This is an optimization exercise on Yosys and OpenROAD, whose aim is small area, not a production implementation.
Where RTL was checked, it was by simulation tests only, not by an equivalence proof against the original.
The flow treats the clock pin as an ideal source. Dropping or thinning the clock tree relies on that and would not hold on a real chip.
Power is estimated from default activity; no workload was simulated.

==> inputs of exp/willow <==
==> flow/design.v <==
module keyboard (line, column, flag, out, clk, rst, tick, key_pressed);
input  clk;
input  rst;
input  tick;
output [3:0] line;
input [3:0] column;
output flag;
output [4:0] out;
output key_pressed;
reg [2:0] fs;
reg [3:0] code;
reg [1:0] i;
wire hit = |column;
wire started = |fs;
assign flag = fs[2] | fs[1];
assign key_pressed = ~fs[2] & fs[1];
assign out = {1'b0, code};
assign line = started ? (4'b0001 << i) : 4'b0000;
always @(posedge clk) begin
    if (rst) begin
        fs <= 3'b000;
        code <= 4'd0;
        i <= 2'd0;
    end else if (tick) begin
        i <= i + 2'd1;
        if (hit) begin
            code[1:0] <= i;
            code[3:2] <= column[0] ? 2'd0 : column[1] ? 2'd1 : column[2] ? 2'd2 : 2'd3;
            fs <= flag ? 3'b100 : 3'b010;
        end else if (fs[2])
            fs <= (fs == 3'b111) ? 3'b001 : fs + 3'd1;
        else if (fs[1])
            fs <= 3'b101;
        else
            fs <= 3'b001;
    end
end
endmodule
module seg7(input [3:0] d, output reg [6:0] s);
always @* begin
    case (d)
        4'd0 : s = 7'b0111111;
        4'd1 : s = 7'b0000110;
        4'd2 : s = 7'b1011011;
        4'd3 : s = 7'b1001111;
        4'd4 : s = 7'b1100110;
        4'd5 : s = 7'b1101101;
        4'd6 : s = 7'b1111101;
        4'd7 : s = 7'b0000111;
        4'd8 : s = 7'b1111111;
        4'd9 : s = 7'b1101111;
        default : s = 7'bxxxxxxx;
    endcase
end
endmodule
module display_controller(num, first, second, third);
input logic [9:0] num;
output logic [6:0] first;
output logic [6:0] second;
output logic [6:0] third;
function automatic [3:0] a3(input [3:0] x);
    a3 = (x >= 4'd5) ? x + 4'd3 : x;
endfunction
logic [25:0] s;
integer k;
always @* begin
    s = {16'd0, num};
    for (k = 0; k < 10; k = k + 1) begin
        if (k >= 3) begin
            s[13:10] = a3(s[13:10]);
            s[17:14] = a3(s[17:14]);
            s[21:18] = a3(s[21:18]);
        end
        s = s << 1;
    end
end
seg7 u0(s[13:10], first);
seg7 u1(s[17:14], second);
seg7 u2(s[21:18], third);
endmodule
module calculator(line, column, flag, out, first, second, third, clk_in, rst);
output [3:0] line;
input [3:0]column;
output flag;
output [4:0] out;
output logic [6:0] first;
output logic [6:0] second;
output logic [6:0] third;
input logic clk_in;
input logic rst;
logic [9:0] num;
logic [9:0] answ;
display_controller display(num, first, second, third);
localparam [1:0] FIRST_NUM = 2'd0, SECOND_NUM = 2'd1, EQUAL = 2'd2;
logic [1:0] state;
logic [9:0] clk_counter;
always @(posedge clk_in)
    if (rst)
        clk_counter <= 10'd0;
    else
        clk_counter <= clk_counter + 10'd1;
logic tick;
assign tick = (clk_counter == 10'd511);
logic key_pressed;
keyboard board(line, column, flag, out, clk_in, rst, tick, key_pressed);
wire [3:0] k = out[3:0];
wire is_plus = (k == 4'd3);
wire is_eq = (k == 4'd7);
logic is_digit;
logic [3:0] d;
always @* begin
    is_digit = 1'b1;
    case (k)
        4'd0: d = 4'd1;  4'd1: d = 4'd2;  4'd2: d = 4'd3;
        4'd4: d = 4'd4;  4'd5: d = 4'd5;  4'd6: d = 4'd6;
        4'd8: d = 4'd7;  4'd9: d = 4'd8;  4'd10: d = 4'd9;
        4'd13: d = 4'd0;
        default: begin d = 4'bxxxx; is_digit = 1'b0; end
    endcase
end
wire [9:0] num_d = {num[6:0], 3'b000} + {num[8:0], 1'b0} + {6'd0, d};
wire [9:0] num_s = answ + num;
always @(posedge clk_in) begin
    if (rst) begin
        state <= FIRST_NUM;
        num <= 10'd0;
    end else if (tick && key_pressed) begin
        case (state)
        FIRST_NUM:
            if (is_plus) begin
                state <= SECOND_NUM;
                num <= 10'd0;
            end else if (is_digit)
                num <= num_d;
        SECOND_NUM:
            if (is_eq) begin
                state <= EQUAL;
                num <= num_s;
            end else if (is_digit)
                num <= num_d;
        EQUAL: begin
            state <= FIRST_NUM;
            num <= 10'd0;
        end
        default: ;
        endcase
    end
end
always @(posedge clk_in)
    if (tick && key_pressed && state == FIRST_NUM && is_plus)
        answ <= num;
endmodule
==> flow/run.sh <==
#!/bin/bash
# synth_recipe.tcl (not shown) runs the flow's synth.tcl, then flattens the netlist and writes it again
# the make line also repeats each setting of config.mk as NAME=value (left out here)
make -C /OpenROAD-flow-scripts/flow DESIGN_CONFIG=/design/flow/config.mk WORK_HOME=/design/flow/orfs CLKGATE_MAP_FILE= SYNTH_SCRIPT=/design/flow/synth_recipe.tcl finish
==> flow/config.mk <==
export PLATFORM = sky130hd
export DESIGN_NAME = calculator
export DESIGN_NICKNAME = calculator
export VERILOG_FILES = /design/flow/design.v
export SDC_FILE = /design/flow/constraint.sdc
export NUM_CORES = 4
export LEC_CHECK = 0
export CAP_MARGIN = 20
export CORE_MARGIN = 2
export CORE_UTILIZATION = 40
export SLEW_MARGIN = 20
==> flow/constraint.sdc <==
create_clock -name core_clock -period 15.0 [get_ports {clk_in}]
set_input_delay 3.0000 -clock core_clock [delete_from_list [all_inputs] [get_ports {clk_in}]]
set_output_delay 3.0000 -clock core_clock [all_outputs]
set_load 0.01 [all_outputs]
==> inputs of exp/fjord, as changes to exp/willow <==
==> flow/design.v, changed modules only <==
module dd_add3(input [3:0] x, output [3:0] y);
assign y[0] = (~x[0]&x[1]&x[2]) | (~x[0]&x[3]) | (x[0]&~x[2]&~x[3]);
assign y[1] = (x[0]&x[1]) | (x[1]&~x[2]) | (~x[0]&x[3]);
assign y[2] = (~x[0]&~x[1]&x[2]) | (x[0]&x[3]);
assign y[3] = (x[0]&x[2]) | (x[1]&x[2]) | x[3];
endmodule
module seg7(input [3:0] d, output [6:0] s);
assign s[0] = d[1] | (~d[0]&~d[2]) | (d[0]&d[2]) | d[3];
assign s[1] = (~d[0]&~d[1]) | (d[0]&d[1]) | ~d[2];
assign s[2] = d[0] | ~d[1] | d[2];
assign s[3] = (~d[0]&d[1]) | (~d[0]&~d[2]) | (d[1]&~d[2]) | (d[0]&~d[1]&d[2]) | d[3];
assign s[4] = ~(d[0] | (~d[1]&d[2]));
assign s[5] = (~d[0]&~d[1]) | (~d[0]&d[2]) | (~d[1]&d[2]) | d[3];
assign s[6] = ~((d[0]&d[1]&d[2]) | (~d[1]&~d[2]&~d[3]));
endmodule
module display_controller(num, first, second, third);
input logic [9:0] num;
output logic [6:0] first;
output logic [6:0] second;
output logic [6:0] third;
wire [3:0] o1, o2, o3, o4, o5, o6, o7;
wire [3:0] p1, p2, p3, p4, p5, p6, p7;
dd_add3 a1({1'b0, num[9:7]}, o1);
dd_add3 a2({o1[2:0], num[6]}, o2);
dd_add3 a3({o2[2:0], num[5]}, o3);
dd_add3 a4({o3[2:0], num[4]}, o4);
dd_add3 a5({o4[2:0], num[3]}, o5);
dd_add3 a6({o5[2:0], num[2]}, o6);
dd_add3 a7({o6[2:0], num[1]}, o7);
wire [3:0] ones = {o7[2:0], num[0]};
wire [3:0] t1, t2, t3, t4;
dd_add3 b1({1'b0, o1[3], o2[3], o3[3]}, t1);
dd_add3 b2({t1[2:0], o4[3]}, t2);
dd_add3 b3({t2[2:0], o5[3]}, t3);
dd_add3 b4({t3[2:0], o6[3]}, t4);
wire [3:0] tens = {t4[2:0], o7[3]};
wire [3:0] h1;
dd_add3 c1({1'b0, t1[3], t2[3], t3[3]}, h1);
wire [3:0] hund = {h1[2:0], t4[3]};
seg7 u0(ones, first);
seg7 u1(tens, second);
seg7 u2(hund, third);
endmodule
module calculator(line, column, flag, out, first, second, third, clk_in, rst);
output [3:0] line;
input [3:0]column;
output flag;
output [4:0] out;
output logic [6:0] first;
output logic [6:0] second;
output logic [6:0] third;
input logic clk_in;
input logic rst;
logic [9:0] num;
logic [9:0] answ;
display_controller display(num, first, second, third);
localparam [1:0] FIRST_NUM = 2'd0, SECOND_NUM = 2'd1, EQUAL = 2'd2;
logic [1:0] state;
logic [9:0] clk_counter;
wire low_zero = ~|clk_counter[8:0];
logic tick;
assign tick = low_zero & ~clk_counter[9];
always @(posedge clk_in)
    if (rst)
        clk_counter <= 10'b1000010000;
    else
        clk_counter <= {clk_counter[8:0], clk_counter[9] ^ clk_counter[6] ^ low_zero};
logic key_pressed;
keyboard board(line, column, flag, out, clk_in, rst, tick, key_pressed);
wire [3:0] k = out[3:0];
wire is_plus = (k == 4'd3);
wire is_eq = (k == 4'd7);
wire is_digit = ~((k[0] & k[1]) | (~k[0] & k[2] & k[3]));
wire d0 = (~k[0] & ~k[2]) | (k[0] & k[2] & ~k[3]);
wire [1:0] ep;
assign ep[0] = k[1] | (k[0] & ~k[2]) | (~k[0] & k[3]);
assign ep[1] = (k[2] & ~k[3]) | (~k[2] & k[3]);
wire e4 = k[3] & ~k[2] & (k[0] | k[1]);
wire [9:0] add_a = is_eq ? answ : {num[7:0], ep};
wire add_c = ~is_eq & e4;
logic [9:0] sum;
always @* begin : adder
    reg c;
    integer n;
    c = add_c;
    for (n = 0; n < 10; n = n + 1) begin
        sum[n] = add_a[n] ^ num[n] ^ c;
        c = (add_a[n] & num[n]) | (c & (add_a[n] ^ num[n]));
    end
end
wire [9:0] num_d = {sum[8:0], d0};
always @(posedge clk_in) begin
    if (rst) begin
        state <= FIRST_NUM;
        num <= 10'd0;
    end else if (tick && key_pressed) begin
        case (state)
        FIRST_NUM:
            if (is_plus) begin
                state <= SECOND_NUM;
                num <= 10'd0;
            end else if (is_digit)
                num <= num_d;
        SECOND_NUM:
            if (is_eq) begin
                state <= EQUAL;
                num <= sum;
            end else if (is_digit)
                num <= num_d;
        EQUAL: begin
            state <= FIRST_NUM;
            num <= 10'd0;
        end
        default: ;
        endcase
    end
end
always @(posedge clk_in)
    if (tick && key_pressed && state == FIRST_NUM && is_plus)
        answ <= num;
endmodule
--- a/flow/config.mk
+++ b/flow/config.mk
@@ -7,2 +7,3 @@
 export LEC_CHECK = 0
+export ABC_AREA = 1
 export CAP_MARGIN = 20
==> summary.txt <==
Setup slack: exp/fjord is better than exp/willow (6.1 ns).
Of exp/fjord and exp/willow, exp/willow has the higher critical path depth (gap 18).
Power: exp/fjord is larger than exp/willow (0.38%).
Sequential cell count: exp/fjord is lower than exp/willow (5).
Of exp/willow and exp/fjord, exp/willow has the higher via count (gap about 23%, measured against exp/fjord).
Against exp/fjord, the final area of exp/willow is higher by 38%.
No functional check of the RTL was part of exp/willow.

========
==> run a: inputs <==
calculator, a different RTL version from the one above (not shown whole).
==> module calculator, before the edit <==
module calculator(line, column, flag, out, first, second, third, clk_in, rst);
output [3:0] line;
input [3:0]column;
output flag;
output [4:0] out;
output logic [6:0] first;
output logic [6:0] second;
output logic [6:0] third;
input logic clk_in;
input logic rst;
logic [9:0] num;
logic [9:0] answ;
display_controller display(num, first, second, third);
localparam [1:0] FIRST_NUM = 2'd0, SECOND_NUM = 2'd1, EQUAL = 2'd2;
logic [1:0] state;
logic [9:0] clk_counter;
wire low_zero = ~|clk_counter[8:0];
logic tick;
assign tick = low_zero & ~clk_counter[9];
always @(posedge clk_in)
    if (rst)
        clk_counter <= 10'b1000010000;
    else
        clk_counter <= {clk_counter[8:0], clk_counter[9] ^ clk_counter[6] ^ low_zero};
logic key_pressed;
keyboard board(line, column, flag, out, clk_in, rst, tick, key_pressed);
wire [3:0] k = out[3:0];
wire is_plus = (k == 4'd3);
wire is_eq = (k == 4'd7);
wire is_digit = ~((k[0] & k[1]) | (~k[0] & k[2] & k[3]));
wire d0 = (~k[0] & ~k[2]) | (k[0] & k[2] & ~k[3]);
wire [1:0] ep;
assign ep[0] = k[1] | (k[0] & ~k[2]) | (~k[0] & k[3]);
assign ep[1] = (k[2] & ~k[3]) | (~k[2] & k[3]);
wire e4 = k[3] & ~k[2] & (k[0] | k[1]);
wire [9:0] add_a = is_eq ? answ : {num[7:0], ep};
wire add_c = ~is_eq & e4;
logic [9:0] sum;
always @* begin : adder
    reg c;
    integer n;
    c = add_c;
    for (n = 0; n < 10; n = n + 1) begin
        sum[n] = add_a[n] ^ num[n] ^ c;
        c = (add_a[n] & num[n]) | (c & (add_a[n] ^ num[n]));
    end
end
wire [9:0] num_d = {sum[8:0], d0};
wire upd = tick & key_pressed;
wire go_second = upd & (state == FIRST_NUM) & is_plus;    
wire go_equal = upd & (state == SECOND_NUM) & is_eq;      
wire go_first = upd & (state == EQUAL);                   
wire do_digit = upd & ~state[1] & is_digit;               
always @(posedge clk_in)
    if (rst | go_first)
        state <= FIRST_NUM;
    else if (go_second)
        state <= SECOND_NUM;
    else if (go_equal)
        state <= EQUAL;
wire num_en = rst | go_second | go_equal | go_first | do_digit;
wire [9:0] num_next = (rst | go_second | go_first) ? 10'd0 : go_equal ? sum : num_d;
always @(posedge clk_in)
    if (num_en)
        num <= num_next;
always @(posedge clk_in)
    if (tick && key_pressed && state == FIRST_NUM && is_plus)
        answ <= num;
endmodule
export LEC_CHECK = 0
export ABC_AREA = 1
export CAP_MARGIN = 0
export CORE_MARGIN = 2
export CORE_UTILIZATION = 40
export GPL_TIMING_DRIVEN = 0
export SLEW_MARGIN = 0
create_clock -name core_clock -period 15.0 [get_ports {clk_in}]
standard.sh (not shown) runs the stock make flow with config.mk's settings and CLKGATE_MAP_FILE= SYNTH_SCRIPT=/design/flow/synth_recipe.tcl, a recipe that flattens the netlist after the stock synthesis.
==> flow/flow/run.sh <==
#!/bin/bash
# Own layout flow: the standard synthesis, then its combinational logic
# mapped again with stronger ABC scripts (the registers, their cells and
# names are kept as the standard synthesis made them), then the standard
# layout with the ports buffered by buf_1 cells and the clock sinks driven
# from one root clock buffer (flow/post_cts.tcl).
set -euo pipefail
W=$PWD
R=$W/orfs/results/$FLOW_PLATFORM/calculator/base
bash standard.sh $R/1_2_yosys.v > $W/std_synth.log 2>&1
cp $R/1_2_yosys.v $W/std_1_2_yosys.v
bash flow/resynth.sh $W/std_1_2_yosys.v $W/resynth_1_2_yosys.v > $W/resynth.log 2>&1
cp $W/resynth_1_2_yosys.v $R/1_2_yosys.v
CTS="-sink_clustering_enable -repair_clock_nets -dont_use_dummy_load $(cat flow/cts_args.txt)"
bash standard.sh finish "BUFFER_PORTS_ARGS=-buffer_cell sky130_fd_sc_hd__buf_1" "CTS_ARGS=$CTS" "POST_CTS_TCL=$W/flow/post_cts.tcl" > $W/finish.log 2>&1
Other scripts of this flow, unchanged in this note and not shown: flow/flow/cts_args.txt, flow/flow/post_cts.tcl, flow/flow/resynth.sh
==> run b (differences from run a) <==
--- a/flow/design.v
+++ b/flow/design.v
@@ -92,2 +92,4 @@
 logic [9:0] num;
+logic [9:0] num_n;    
+assign num = ~num_n;
 logic [9:0] answ;
@@ -96,3 +98,5 @@
 logic [1:0] state;
-logic [9:0] clk_counter;
+localparam [9:0] CPOL = 10'b0101010101;
+logic [9:0] cnt_q;
+wire [9:0] clk_counter = cnt_q ^ CPOL;
 wire low_zero = ~|clk_counter[8:0];
@@ -102,5 +106,5 @@
     if (rst)
-        clk_counter <= 10'b1000010000;
+        cnt_q <= 10'b1000010000 ^ CPOL;
     else
-        clk_counter <= {clk_counter[8:0], clk_counter[9] ^ clk_counter[6] ^ low_zero};
+        cnt_q <= {clk_counter[8:0], clk_counter[9] ^ clk_counter[6] ^ low_zero} ^ CPOL;
 logic key_pressed;
@@ -145,3 +149,3 @@
     if (num_en)
-        num <= num_next;
+        num_n <= ~num_next;
 always @(posedge clk_in)
--- a/flow/config.mk
+++ b/flow/config.mk
@@ -8,3 +8,3 @@
 export ABC_AREA = 1
-export CAP_MARGIN = 0
+export CAP_MARGIN = 20
 export CORE_MARGIN = 2
@@ -12,2 +12,2 @@
 export GPL_TIMING_DRIVEN = 0
-export SLEW_MARGIN = 0
+export SLEW_MARGIN = 20
==> qor summary <==
Run status: run a no timing/DRC/antenna violations; run b no timing/DRC/antenna violations
Sum of met3 wire segment lengths after detailed routing: run a 187 µm; run b 129 µm
Final worst-path setup slack: run a 5600 ps; run b 5601 ps
Fraction of area in multi-input gates: run a 46.14%; run b 46.97%
Worst hold margin: run a 448.6 ps; run b 390.4 ps
Leakage dissipation: run a 0.0009761 µW; run b 0.001016 µW
Synthesized cell area: run a 0.002396 mm²; run b 0.002456 mm²
Die width: run a 81.40 µm; run b 82.36 µm
Cell-internal power: run a 229.8 µW; run b 204.1 µW
DR WL met2: run a 2423 µm; run b 2638 µm
Met1 routed wirelength after detailed routing: run a 2598 µm; run b 2499 µm
Sequential portion of the cell area: run a 38.15%; run b 37.18%
Area growth syn-to-layout: run a 11.70%; run b 11.82%
Net count after synthesis: run a 327; run b 339
Number of instances in the placed design: run a 432; run b 444
Launching element of the worst setup path: run a num[9]$_SDFFCE_PP0P_; run b num_n[7]$_DFFE_PP_
Number of cells traversed by the worst hold path: run a 2; run b 1
Grt met3 use: run a 3.000%; run b 1.630%
Time the worst path needs with I/O delays and setup: run a 9400 ps; run b 9399 ps
DR vias/cell: run a 5.377; run b 5.230
Grt met1 use: run a 21.30%; run b 18.81%
Worst IR drop on VDD: run a 0.1297 mV; run b 0.09499 mV
Total routing resource utilization after global routing: run a 16.52%; run b 15.90%
Total vias in the final route: run a 2,339; run b 2,338
Mean cell area of the mapped netlist: run a 7.464 µm²; run b 7.376 µm²
Critical path's largest stage delay: run a 500 ps; run b 400 ps
No functional check of the RTL was part of run b. In every run of this note, the design's own scripts or RTL, not TritonCTS, make the clock network.

-- re-timing with driven ports --
How much do the figures lean on ideal ports? The routed layouts below were timed once more, with nothing changed but the port constraints. Step 1 assumes that a clkbuf_16 drives the clock port and a buf_2 every other input. Step 2 adds t to the input delays and takes it off the output delays; t is the mean of the earliest and latest rising clock arrival at the registers after step 1. Input paths then give back, and output paths get back, about the clock's delay inside the block. a / b / c = ideal / step 1 / step 2; a / b = the first two.
run | t (ns) | setup WS [ns] | hold slack, ns | slew at the worst register clock pin (ns) | cell pins on the clock port's net
exp/willow | 0.312 | 2.199 / 2.164 / 2.477 | 0.453 / 0.453 / 0.453 | 0.07 / 0.07 | 1
exp/fjord | 0.330 | 8.289 / 8.258 / 8.588 | 0.421 / 0.421 / 0.421 | 0.09 / 0.09 | 1
run a | 0.191 | 5.600 / 5.554 / 5.745 | 0.449 / 0.449 / 0.449 | 0.09 / 0.09 | 3
run b | 0.186 | 5.601 / 5.559 / 5.745 | 0.390 / 0.390 / 0.390 | 0.09 / 0.09 | 3
After both steps setup and hold are still met in every run listed.
